Context: an optimization exercise on an open-source flow, tuned for small area and a short achievable clock period. The choices shown serve that exercise and are no tape-out recipe.
Function was checked by simulation only, so behaviour that the tests miss may differ from the original.

## flow/design.v (module list and top-level ports; edited modules follow where they fit)
// module gte_mac123: 1209 lines
// module mac_fa: 4 lines
// module mac_ha: 4 lines
module gte_mac123 (
   input  wire               clk,
   input  wire               reset,
   input  wire               trigger,
   input  wire signed [31:0] mul1,
   input  wire signed [31:0] mul2,
   input  wire signed [44:0] add,
   input  wire               sub,
   input  wire               swap,
   input  wire               save_shifted,
   input  wire               use_ir,
   input  wire               ir_shift,
   input  wire               ir_shift_flag,
   input  wire               sat_ir,
   input  wire               sat_ir_flag,
   input  wire               use_result,
   output wire signed [31:0] mac_result,
   output reg                mac_writeback,
   output wire signed [15:0] ir_result,
   output reg                ir_writeback,
   output reg  signed [44:0] mac_last,
   output wire signed [31:0] mac_shifted,
   output wire               flag_mac_uf,
   output wire               flag_mac_of,
   output wire               flag_ir
);
  // ...
==> flow/flow/run.sh <==
#!/bin/bash
# The standard layout (the standard.sh with its unchanged synthesis) with two
# changes to how the layout is made: the port buffers are plain buffers
# (sky130_fd_sc_hd__buf_1) instead of the delay cells buffer_ports picks by
# default, and ORFS's timing repair is asked for a setup margin past what the
# clock period needs. The clock and constraints are the design's.
# make's full output goes to make_finish.log in the work folder.
set -euo pipefail
here="$(cd "$(dirname "${BASH_SOURCE[0]}")/.." && pwd)"
cd "$here"
bash ./standard.sh "BUFFER_PORTS_ARGS=-buffer_cell sky130_fd_sc_hd__buf_1" \
  SETUP_SLACK_MARGIN=7.0 finish > make_finish.log 2>&1
==> flow/standard.sh <==
#!/bin/bash
# synth_recipe.tcl (not shown) runs the flow's synth.tcl, then flattens the netlist and writes it again
# the make line also repeats each setting of config.mk as NAME=value (left out here)
make -C /OpenROAD-flow-scripts/flow DESIGN_CONFIG=/design/flow/config.mk WORK_HOME=/design/flow/orfs CLKGATE_MAP_FILE= SYNTH_SCRIPT=/design/flow/synth_recipe.tcl "${@:-finish}"
==> flow/config.mk <==
export PLATFORM = sky130hd
export DESIGN_NAME = gte_mac123
export DESIGN_NICKNAME = gte_mac123
export VERILOG_FILES = /design/flow/design.v
export SDC_FILE = /design/flow/constraint.sdc
export NUM_CORES = 4
export LEC_CHECK = 0
export ABC_AREA = 1
export CAP_MARGIN = 20
export CORE_MARGIN = 2
export CORE_UTILIZATION = 40
export SLEW_MARGIN = 20
export SYNTH_HIERARCHICAL = 1
==> flow/constraint.sdc <==
create_clock -name core_clock -period 14.0 [get_ports {clk}]
set_input_delay 2.8000 -clock core_clock [delete_from_list [all_inputs] [get_ports {clk}]]
set_output_delay 2.8000 -clock core_clock [all_outputs]
set_load 0.01 [all_outputs]
==> run summary, run 1 <==
- The topmost layer with routed signal wires is met4.
- The normalized max-slew margin is 30.8%.
- The run finished with no timing, DRC or antenna violations.
- The synthesized design contains 186 register bits.
- The capturing point of the worst reg2reg path is a_r[19].
- The area of placed instances is 27,600 um^2.
- The top cell type's share of synthesized area is 30.7%.
- The worst setup path is captured at a primary output.
- In this run the count of I/O pins placed on the die edge is roughly 250.
- The shortest period the worst path allows is 6.90 ns.
- The top cell types in the final layout, fill and taps aside, are sky130_fd_sc_hd__xor2_1, sky130_fd_sc_hd__o22ai_1, sky130_fd_sc_hd__fa_1.
- The number of flops mapped to enable cells by yosys is 1.
- The area share of xor/xnor cells in the synthesized design is 18.1%.
- In this design, the largest share of critical-path delay is due to simple AND/OR/NAND/NOR gates.
- The instance count on the critical path is 23.
- The final antenna-violating net count is 0.
- The hold-fix buffer count after cts is 0.
- By count the netlist is led by sky130_fd_sc_hd__xor2_1, sky130_fd_sc_hd__o22ai_1, sky130_fd_sc_hd__fa_1.
- The maximum fanout encountered on the critical timing path is 8.
- The H-tree was split into 4 levels.
- In the final design, more cell area goes to multi-input combinational cells than to any other class.
- Summing every instance area after synthesis gives roughly 26,000 um^2.
- The simple logic cell fraction of the synthesized area is between 10% and 20%.
- The register with the most flip-flops in the layout has 45 of them.
- In the synthesized netlist the dominant register cell turns out to be sky130_fd_sc_hd__dfxtp_1.
- The final route contains 23,000 vias.
- Sequential cells make up 12.8% of the cell area.
==> run 2: changes to the inputs <==
--- a/flow/design.v
+++ b/flow/design.v
@@ -867,17 +867,17 @@
    generate for (gj = 0; gj < 44; gj = gj + 1) begin : csa
       mac_fa u_fa (.a(a_r[gj]), .b(ps_r[gj]), .c(pc_r[gj]), .s(s3[gj]), .co(c3[gj]));
    end endgenerate
    wire [43:0] vb = {c3[42:0], cin_r};
    wire [43:0] vg, vh;
    generate for (gj = 0; gj < 44; gj = gj + 1) begin : cpa_in
       mac_ha u_ha (.a(s3[gj]), .b(vb[gj]), .s(vh[gj]), .co(vg[gj]));
    end endgenerate
-   wire [43:0] vp = vh;          
+   wire [43:0] vp = s3 | vb;
    wire va_g0_1 = vg[1] | (vp[1] & vg[0]);
    wire va_p0_1 = vp[1] & vp[0];
    wire va_g0_3 = vg[3] | (vp[3] & vg[2]);
    wire va_p0_3 = vp[3] & vp[2];
    wire va_g0_5 = vg[5] | (vp[5] & vg[4]);
    wire va_p0_5 = vp[5] & vp[4];
    wire va_g0_7 = vg[7] | (vp[7] & vg[6]);
    wire va_p0_7 = vp[7] & vp[6];
--- a/flow/flow/run.sh
+++ b/flow/flow/run.sh
@@ -4,9 +4,9 @@
 # (sky130_fd_sc_hd__buf_1) instead of the delay cells buffer_ports picks by
 # default, and ORFS's timing repair is asked for a setup margin past what the
 # clock period needs. The clock and constraints are the design's.
 # make's full output goes to make_finish.log in the work folder.
 set -euo pipefail
 here="$(cd "$(dirname "${BASH_SOURCE[0]}")/.." && pwd)"
 cd "$here"
 bash ./standard.sh "BUFFER_PORTS_ARGS=-buffer_cell sky130_fd_sc_hd__buf_1" \
-  SETUP_SLACK_MARGIN=7.0 finish > make_finish.log 2>&1
+  SETUP_SLACK_MARGIN=7.1 finish > make_finish.log 2>&1
==> run 2 against run 1 <==
Net effect: highest routed layer is now met5; still clean on timing, DRC and antenna; synthesized cell count increased by 0.68%; sequential share of layout area is 0.19 points lower; global-route usage rose by 0.076 points.
==> run summary, run 2 <==
- The top flip-flop cell by instance count after synthesis is sky130_fd_sc_hd__dfxtp_1 (unchanged).
- The hold-fix buffer count after cts was 0 (unchanged).
- The routability-driven placement congestion ratio is 0.932 (was 0.914).
- The count of fill cells added during filler insertion is 6,287 (was 6,216).
- The initial antenna violation count is 2 (was 3).
- The post-detailed-route via-to-cell ratio is 5.79 (was 5.80).
- The library cell contributing the largest single delay on the critical path is sky130_fd_sc_hd__fa_1 (unchanged).
- The total of flip-flops plus latches after synthesis is 186 (unchanged).
- The total wirelength of the detailed-routed design is 94,100 um (was 94,000 um).
- The number of cells produced by synthesis is 2,978 (was 2,958).
- The critical path start-end classification is in -> reg (was reg -> out).
- The share of the clock period used by the worst path after layout is 48.7% (was 49.3%).
- The CTS tree is done (unchanged).
- The via count was 23,200 (was 23,000).
- The DRC marker count from the first detailed-route iteration is 2,470 (was 2,468).
- The number of flops mapped to enable cells by yosys is 1 (unchanged).
- The sum of buffers and inverters on the critical path was 3 (was 4).
- The number of clock buffers inserted by TritonCTS is 17 (unchanged).
- The commonest non-fill, non-tap cell in the layout is sky130_fd_sc_hd__xor2_1 (unchanged).
- The average wire per standard cell is 23.5 um (was 23.7 um).
- The shortest period the worst path allows is 6.82 ns (was 6.90 ns).
- The full die area is 67,800 um^2 (was 66,900 um^2).
- The maximum level of the CTS H-tree is 4 (unchanged).
- The top cell type's share of synthesized area is 30.3% (was 30.7%).
- The cell type contributing the most total cell area after synthesis was sky130_fd_sc_hd__fa_1 (unchanged).
- The area growth from synthesis to layout is 13.8% (about the same).
- The register with the most flip-flops is mac_last (unchanged).
- The overall track demand over capacity in global routing is 27.7% (was 27.6%).
- The largest net degree at the start of global routing is 72 (was 61).
- The required time at the worst-slack endpoint was 14.37 ns (was 11.20 ns).
- The final-report setup violation count is 0 (unchanged).
- The die width is 260 um (was 259 um).
- The cell at the root of the clock tree is sky130_fd_sc_hd__clkbuf_16 (unchanged).
- The data arrival time at the worst-slack endpoint is 7.20 ns (was 4.10 ns).
- The count of antenna diodes in the layout is 0 (unchanged).
- The via count of the first global-routing pass is 22,800 (was 22,600).
- The synthesis warning total was 7 (unchanged).
- Dominant cells by area after synthesis: sky130_fd_sc_hd__fa_1, sky130_fd_sc_hd__xor2_1, sky130_fd_sc_hd__dfxtp_1, sky130_fd_sc_hd__o22ai_1, sky130_fd_sc_hd__nand2_1 (unchanged).
- The number of distinct library cell variants in the gate-level netlist after synthesis was 56 (was 54).
- The clock latency reported for the late side of the worst-skew pair is 0.51 ns (was 0.49 ns).
- The die span in y is 260 um (was 259 um).
- Cell types with the highest counts after synthesis: sky130_fd_sc_hd__xor2_1, sky130_fd_sc_hd__o22ai_1, sky130_fd_sc_hd__fa_1 (unchanged).
- The hold violation count in the final report is 0 (unchanged).
- The post-synth design cell area is 26,300 um^2 (was 26,000 um^2).
- The most frequent cell after synthesis is sky130_fd_sc_hd__xor2_1 (unchanged).
- The cell class contributing the biggest share of worst-path delay is adder cells (was simple AND/OR/NAND/NOR gates).
- The starting utilization of the core area came to 40.6% (was 40.3%).
- The nature of the critical path startpoint is a primary input (was flip-flop).
- Unrepaired setup endpoints after global routing: yes (unchanged).
- The number of nets at the end of the flow was 3,739 (was 3,698).
- The number of flip-flops in the largest register is 45 (unchanged).
- The endpoint type of the worst setup path was a flip-flop (was primary output).
- The sum of overflow across all layers after global routing is 0 (unchanged).
- The mean instance size in the synthesized netlist is 8.83 um^2 (was 8.77 um^2).
- The row count was 93 (unchanged).
- Highest-count cells in the layout ignoring fill and taps: sky130_fd_sc_hd__xor2_1, sky130_fd_sc_hd__o22ai_1, sky130_fd_sc_hd__fa_1 (unchanged).
- The share of post-route cells with drive strength above 1 is 13.4% (was 12.2%).
- The number of iterations in the first detailed-routing pass came to 8 (was 6).
- The standard cell core area is 64,700 um^2 (was 64,300 um^2).
- The total negative setup slack is 0 ns (unchanged).
- The class of the tightest hold or removal check is reg -> reg (unchanged).
- The share of flip-flops with an asynchronous set or reset after synthesis came to 0% (unchanged).
- The maximum clock skew at final layout came to 0.0251 ns (was 0.0200 ns).
- The highest clock rate is 147 MHz (was 145 MHz).
- The number of top-level pins was 251 (unchanged).
- The clock transition at the registers of the reported paths is 0.09 ns (was 0.08 ns).
- The cell repeated most along the worst path is sky130_fd_sc_hd__fa_1.
- The transition at the pin with the smallest max-transition slack came to 1.12 ns (was 1.04 ns).
- The final antenna-violating net count is 0 (unchanged).
- The register cell area after layout is 3760 um^2 (was 3770 um^2).
- The footprint of the multi-input gates was 21,600 um^2 (was 21,500 um^2).
- The utilization of the core after routing was 46.2% (was 45.9%).
- The sequential-to-total area share from yosys stat is 14.2% (was 14.4%).
- The normalized max-slew margin is 25.4% (was 30.8%).
- The maximum fanout encountered on the critical timing path is 37 (was 8).
- The stage delay of the slowest cell on the critical path is 0.60 ns (was 0.48 ns).
- The wire length of the first global-routing pass was 142,000 um (was 141,000 um).
- Run status: complete, no violations (unchanged).
- The clock sink count was 186 (unchanged).
- Largest registers ranked by flip-flop count: mac_last x45, a_r x44, ps_r x44 (unchanged).
- The count of final max-slew check failures is 0 (unchanged).
- The count of buffers from port buffering was 250 (unchanged).
- The maximum clock insertion buffer count is 2 (unchanged).
- CP cell instances: clkbuf_2 -> clkbuf_8 -> inv_1 -> o21ai_4 -> o22ai_1 -> xor2_1 -> fa_1 -> fa_1 -> fa_1 -> fa_1 -> fa_1 -> fa_1 (was fa_1 -> ha_1 -> nand2_2 -> inv_2 -> nand2_2 -> nand2_4 -> a21oi_4 -> nand2_8 -> nand2_8 -> nand2_8 -> buf_8 -> xor2_4 -> buf_4 -> nor2_1 -> nand2_1 -> nor2_2 -> nand3_2 -> nand2_2 -> nand2_2 -> nand3_4 -> nand2_8 -> nor2_1 -> clkbuf_2).
- The post-detailed-placement half-perimeter wirelength came to 67,100 um (was 65,800 um).
- The max capacitance violation total is 0 (unchanged).
- The DRC violations left came to 0 (unchanged).
## run 2: cell types whose count changed after synthesis, moves of 9 or more
cell                      delta
sky130_fd_sc_hd__a21oi_1     -9
sky130_fd_sc_hd__xnor2_1     +9
sky130_fd_sc_hd__nand3_1    -17
sky130_fd_sc_hd__nor2_1     +13
sky130_fd_sc_hd__nand2_1    -45
sky130_fd_sc_hd__o21ai_0    +14
sky130_fd_sc_hd__nor2_2     +29
## run 2: final timing paths
path                                   start            to  slack, ns  cells after the start
worst max-delay path                mul2[11]      pc_r[33]       7.18                     12
worst min-delay path            mac_last[13]  mac_last[13]       0.49                      2
worst min register to register  mac_last[13]  mac_last[13]       0.49                      2
worst max register to register       ps_r[4]       a_r[13]      10.38                     15
## run 2: Yosys stat by module, one instance, submodules excluded
module      flip-flops and latches  cell area [um^2]  cells inside  times used
gte_mac123                     186             17300          2500           1
mac_fa                           0              20.0             1         398
mac_ha                           0              12.5             1          80
## run 2: per-layer routing
metal / vias up / track usage [%] / share of wire (%)
met5: - / 0 / 0.017
met4: 2 / 11.9 / 4.4
met3: 288 / 7.48 / 11
met2: 1439 / 44.0 / 45
met1: 11300 / 35.5 / 40
li1: 10200 / - / -
## run 2: through the flow
stage / hold slack (ns) / setup slack, ns / area, um^2 / instances
global placement: 0.466 / 6.20 / 27900 / 3914
CTS: 0.486 / 7.10 / 28900 / 3959
floorplan: 0.494 / 7.13 / 26300 / 2984
global route: 0.508 / 7.01 / 29900 / 4008
detailed placement: 0.468 / 6.18 / 27900 / 3914
finish: 0.485 / 7.18 / 29900 / 4008
## run 2: worst reg2reg max path, stage by stage, from the launching register on
cell and delay, ns:
sky130_fd_sc_hd__dfxtp_1 0.41, sky130_fd_sc_hd__fa_1 0.47, sky130_fd_sc_hd__ha_1 0.21, sky130_fd_sc_hd__inv_1 0.08, sky130_fd_sc_hd__o21bai_1 0.10, sky130_fd_sc_hd__a21oi_2 0.18
sky130_fd_sc_hd__nand2_4 0.11, sky130_fd_sc_hd__buf_4 0.15, sky130_fd_sc_hd__a21oi_1 0.26, sky130_fd_sc_hd__nor2_1 0.07, sky130_fd_sc_hd__nor2_1 0.12, sky130_fd_sc_hd__xor2_1 0.71
sky130_fd_sc_hd__nand2_1 0.15, sky130_fd_sc_hd__nand3_1 0.13, sky130_fd_sc_hd__o21ai_0 0.11, sky130_fd_sc_hd__xor2_1 0.19
## run 2: area by class of cell
cell class | instances | area share, %
clock inverters | 15 | 0.657
well taps | 855 | 3.58
repair buffers | 372 | 7.00
clock buffers | 17 | 1.42
inverters | 191 | 2.43
flip-flops and latches | 186 | 12.6
multi-input cells | 2372 | 72.3
## run 2: cells by family after synthesis
logic type / after synthesis / share of synthesized area, %
DFF: 186 / 14.2
AOI/OAI and AO/OA: 633 / 14.7
buffers and inverters: 429 / 6.34
xor gates and xnor gates: 542 / 18.1
other: 2 / 0.0286
and+or+nand+nor: 675 / 11.2
muxes: 33 / 1.26
adders and majority gates: 478 / 34.1
## run 2: timing repair
action                     CTS  global route
gates cloned                 3             0
setup endpoints to repair   61            52
pin swaps                   13            76
buffers inserted            10            48
gates resized for setup     59           182
==> run 3: changes to the inputs <==
--- a/flow/flow/run.sh
+++ b/flow/flow/run.sh
@@ -10,3 +10,3 @@
 cd "$here"
 bash ./standard.sh "BUFFER_PORTS_ARGS=-buffer_cell sky130_fd_sc_hd__buf_1" \
-  SETUP_SLACK_MARGIN=7.1 finish > make_finish.log 2>&1
+  SETUP_SLACK_MARGIN=6.5 finish > make_finish.log 2>&1
==> run 3 against run 2 <==
Net effect: count of clock-buffer cells in the layout did not move; first-iteration DRC count fell by 2.6%; register-to-register slack improved by 0.04 ns; critical endpoint is now pc_r[34]; highest routed layer unchanged.
==> run summary, run 3 <==
- The via count of the first global-routing pass was 22,400 (was 22,800).
- The via count was 22,500 (was 23,200).
- Highest-count cells in the layout ignoring fill and taps: sky130_fd_sc_hd__xor2_1, sky130_fd_sc_hd__o22ai_1, sky130_fd_sc_hd__fa_1 (unchanged).
- The share of flip-flops with an asynchronous set or reset after synthesis is 0% (unchanged).
- The count of buffers from port buffering came to 250 (unchanged).
- Unrepaired setup endpoints after global routing: no (was yes).
- The synthesis warning total is 7 (unchanged).
- The standard cell core area is 64,700 um^2 (unchanged).
- The routability-driven placement congestion ratio is 0.921 (was 0.932).
- The hold-fix buffer count after cts was 0 (unchanged).
- The mean instance size in the synthesized netlist is 8.83 um^2 (unchanged).
- The top cell type's share of synthesized area was 30.3% (unchanged).
- The largest net degree at the start of global routing is 47 (was 72).
- The sequential-to-total area share from yosys stat was 14.2% (unchanged).
- The sum of met3 wire segment lengths after detailed routing came to 9130 um (was 10,100 um).
- The maximum level of the CTS H-tree is 4 (unchanged).
- The cell repeated most along the worst path is sky130_fd_sc_hd__fa_1 (unchanged).
- The highest clock rate came to 136 MHz (was 147 MHz).
- The share of the clock period used by the worst path after layout is 52.7% (was 48.7%).
- The final antenna-violating net count is 0 (unchanged).
- The area growth from synthesis to layout is 8.56% (was 13.8%).
- The initial antenna violation count is 3 (was 2).
- The register with the most flip-flops was mac_last (unchanged).
- The final-report setup violation count is 0 (unchanged).
- The max capacitance violation total is 0 (unchanged).
- The number of iterations in the first detailed-routing pass is 6 (was 8).
- The maximum clock skew at final layout is 0.0282 ns (was 0.0251 ns).
- The sum of overflow across all layers after global routing was 0 (unchanged).
- The commonest non-fill, non-tap cell in the layout is sky130_fd_sc_hd__xor2_1 (unchanged).
- The clock transition at the registers of the reported paths is 0.08 ns (was 0.09 ns).
- The clock latency reported for the late side of the worst-skew pair came to 0.51 ns (about the same).
- The number of flops mapped to enable cells by yosys is 1 (unchanged).
- The average wire per standard cell is 23.1 um (was 23.5 um).
- Cell types with the highest counts after synthesis: sky130_fd_sc_hd__xor2_1, sky130_fd_sc_hd__o22ai_1, sky130_fd_sc_hd__fa_1 (unchanged).
- The share of post-route cells with drive strength above 1 was 7.32% (was 13.4%).
- The post-detailed-placement half-perimeter wirelength is 66,700 um (was 67,100 um).
- The DRC violations left is 0 (unchanged).
- The CTS tree is done (unchanged).
- The number of nets at the end of the flow is 3,674 (was 3,739).
- The maximum clock insertion buffer count is 2 (unchanged).
- The total wirelength of the detailed-routed design is 91,300 um (was 94,100 um).
- The number of cells produced by synthesis is 2,978 (unchanged).
- The cell class contributing the biggest share of worst-path delay was adder cells (unchanged).
- The number of cells upsized or downsized after cts was 0 (was 59).
- The top flip-flop cell by instance count after synthesis was sky130_fd_sc_hd__dfxtp_1 (unchanged).
- The wire length on met2 is 40,900 um (was 42,600 um).
- The endpoint type of the worst setup path was a flip-flop (unchanged).
- The hold violation count in the final report came to 0 (unchanged).
- The starting utilization of the core area is 40.6% (unchanged).
- The wire length of the first global-routing pass is 138,000 um (was 142,000 um).
- The normalized max-slew margin came to 20.1% (was 25.4%).
- The library cell contributing the largest single delay on the critical path is sky130_fd_sc_hd__nand2_1 (was sky130_fd_sc_hd__fa_1).
- Largest registers ranked by flip-flop count: mac_last x45, a_r x44, ps_r x44 (unchanged).
- The worst slack on hold paths came to 0.483 ns (was 0.485 ns).
- The number of top-level pins came to 251 (unchanged).
- The stage delay of the slowest cell on the critical path is 0.68 ns (was 0.60 ns).
- The clock sink count is 186 (unchanged).
- The transition at the pin with the smallest max-transition slack is 1.20 ns (was 1.12 ns).
- The die span in y came to 260 um (unchanged).
- The post-detailed-route via-to-cell ratio came to 5.70 (was 5.79).
- Dominant cells by area after synthesis: sky130_fd_sc_hd__fa_1, sky130_fd_sc_hd__xor2_1, sky130_fd_sc_hd__dfxtp_1, sky130_fd_sc_hd__o22ai_1, sky130_fd_sc_hd__nand2_1 (unchanged).
- The number of flip-flops in the largest register came to 45 (unchanged).
- The cell type contributing the most total cell area after synthesis is sky130_fd_sc_hd__fa_1 (unchanged).
- The full die area is 67,800 um^2 (unchanged).
- The cell at the root of the clock tree is sky130_fd_sc_hd__clkbuf_16 (unchanged).
- The most frequent cell after synthesis is sky130_fd_sc_hd__xor2_1 (unchanged).
- The row count came to 93 (unchanged).
- CP cell instances: clkbuf_2 -> buf_4 -> nor2_1 -> inv_1 -> nand2_1 -> o22ai_1 -> xor2_1 -> fa_1 -> fa_1 -> fa_1 -> fa_1 -> fa_1 -> fa_1 (was clkbuf_2 -> clkbuf_8 -> inv_1 -> o21ai_4 -> o22ai_1 -> xor2_1 -> fa_1 -> fa_1 -> fa_1 -> fa_1 -> fa_1 -> fa_1).
- The required time at the worst-slack endpoint is 14.37 ns (about the same).
- The overall track demand over capacity in global routing was 27.0% (was 27.7%).
- The total of flip-flops plus latches after synthesis is 186 (unchanged).
- The routed length on met1 is 37,200 um (was 37,300 um).
- The critical path start-end classification was in -> reg (unchanged).
- The data arrival time at the worst-slack endpoint is 7.74 ns (was 7.20 ns).
- The number of distinct library cell variants in the gate-level netlist after synthesis is 56 (unchanged).
- The class of the tightest hold or removal check is reg -> reg (unchanged).
- The topmost layer with routed signal wires is met5 (unchanged).
- Run status: complete, no violations (unchanged).
- The post-synth design cell area is 26,300 um^2 (unchanged).
- The post-CTS repair timing setup buffer count is 0 (was 10).
- The shortest period the worst path allows is 7.38 ns (was 6.82 ns).
- The number of clock buffers inserted by TritonCTS is 17 (unchanged).
- The count of final max-slew check failures was 0 (unchanged).
- The nature of the critical path startpoint is a primary input (unchanged).
- The die width is 260 um (unchanged).
- The total negative setup slack is 0 ns (unchanged).
- The sum of buffers and inverters on the critical path came to 3 (unchanged).
- The maximum fanout encountered on the critical timing path is 33 (was 37).
- The DRC marker count from the first detailed-route iteration is 2,405 (was 2,470).
run 3: cell types whose count changed in the layout (fill, tap and decap cells not counted), sizes merged:
cell	delta
inv	-2
diode	+1
nand2	-3
buf	-56
clkbuf	-6
clkinv	+2
run 3: per-layer routing:
metal	track usage [%]	vias to the layer above
li1	-	10100
met1	34.8	10900
met2	42.3	1225
met3	7.09	248
met4	12.5	4
met5	0	-
run 3: modules after synthesis (local to each module, per instance):
| module | cells inside | copies in the design | area [um^2] |
|---|---|---|---|
| gte_mac123 | 2500 | 1 | 17300 |
| mac_ha | 1 | 80 | 12.5 |
| mac_fa | 1 | 398 | 20.0 |
run 3: path summary, 6_finish.rpt:
path,startpoint,endpoint,cells after the start,slack [ns]
worst max-delay path,mul2[17],pc_r[34],13,6.62
worst min-delay path,mac_last[6],mac_last[6],2,0.48
worst max register to register,ps_r[0],a_r[13],16,10.42
worst min register to register,mac_last[6],mac_last[6],2,0.48
run 3: kinds of logic after synthesis:
family	synth area share, %
flip-flops	14.2
buffers and inverters	6.34
AND/OR/NAND/NOR	11.2
XOR/XNOR	18.1
adder cells (fa/ha/maj)	34.1
AO/OA/AOI/OAI	14.7
other	0.0286
multiplexers	1.26
run 3: final cells by class:
cell class | instances | area (um^2)
Sequential cell | 186 | 3730
Inverter | 191 | 721
Tap cell | 855 | 1070
Timing Repair Buffer | 310 | 1410
Fill cell | 6385 | 36200
Multi-Input combinational cell | 2369 | 21000
Antenna cell | 1 | 2.50
Clock buffer | 17 | 425
Clock inverter | 15 | 195
run 3: metrics by stage:
| step | setup WS (ns) | util, % | std cells | instance area, um^2 |
|---|---|---|---|---|
| after floorplan | 6.98 | - | 2984 | 26300 |
| after global placement | 6.16 | 43.1 | 3911 | 27900 |
| after detailed placement | 6.11 | 43.1 | 3911 | 27900 |
| after CTS | 6.65 | 44.1 | 3943 | 28500 |
| after global routing | 6.51 | 44.1 | 3943 | 28500 |
| final | 6.62 | 44.1 | 3944 | 28500 |
run 3: worst register-to-register path, cell delays in order, from the launching register on:
cell	delay, ns
sky130_fd_sc_hd__dfxtp_1	0.43
sky130_fd_sc_hd__fa_1	0.45
sky130_fd_sc_hd__ha_1	0.25
sky130_fd_sc_hd__o21ai_2	0.09
sky130_fd_sc_hd__nand2_2	0.09
sky130_fd_sc_hd__nand2_2	0.06
sky130_fd_sc_hd__nand2_2	0.08
sky130_fd_sc_hd__nand2_2	0.09
sky130_fd_sc_hd__nand2_4	0.07
sky130_fd_sc_hd__a21oi_1	0.28
sky130_fd_sc_hd__nor2_1	0.07
sky130_fd_sc_hd__nor2_1	0.12
sky130_fd_sc_hd__xor2_1	0.71
sky130_fd_sc_hd__nand2_1	0.16
sky130_fd_sc_hd__nand3_1	0.11
sky130_fd_sc_hd__o21ai_0	0.11
sky130_fd_sc_hd__xor2_1	0.30

re-timing with driven ports:
How much do the figures lean on ideal ports? The routed layouts below were timed once more, with nothing changed but the port constraints.
Step 1, drivers: a clkbuf_16 drives clk and a buf_2 each remaining input, both assumed.
Step 2, shift: input delay + t, output delay - t, t = (earliest + latest rising clock arrival at the registers) / 2. This alone moves slack from input paths to output paths.
Slacks: ideal / step 1 / step 2; pairs: ideal / step 1.
run	t, ns	slack for setup (ns)	worst hold slack (ns)
run 1	0.534	7.098 / 7.047 / 6.603	0.480 / 0.480 / 0.480
run 2	0.547	7.176 / 7.155 / 6.655	0.485 / 0.485 / 0.485
run 3	0.545	6.625 / 6.656 / 6.111	0.483 / 0.483 / 0.483
After both steps setup and hold are still met in every run listed. The setup slack of run 2, which loses most, moves by -0.021 ns with the drivers and by -0.521 ns with both steps.
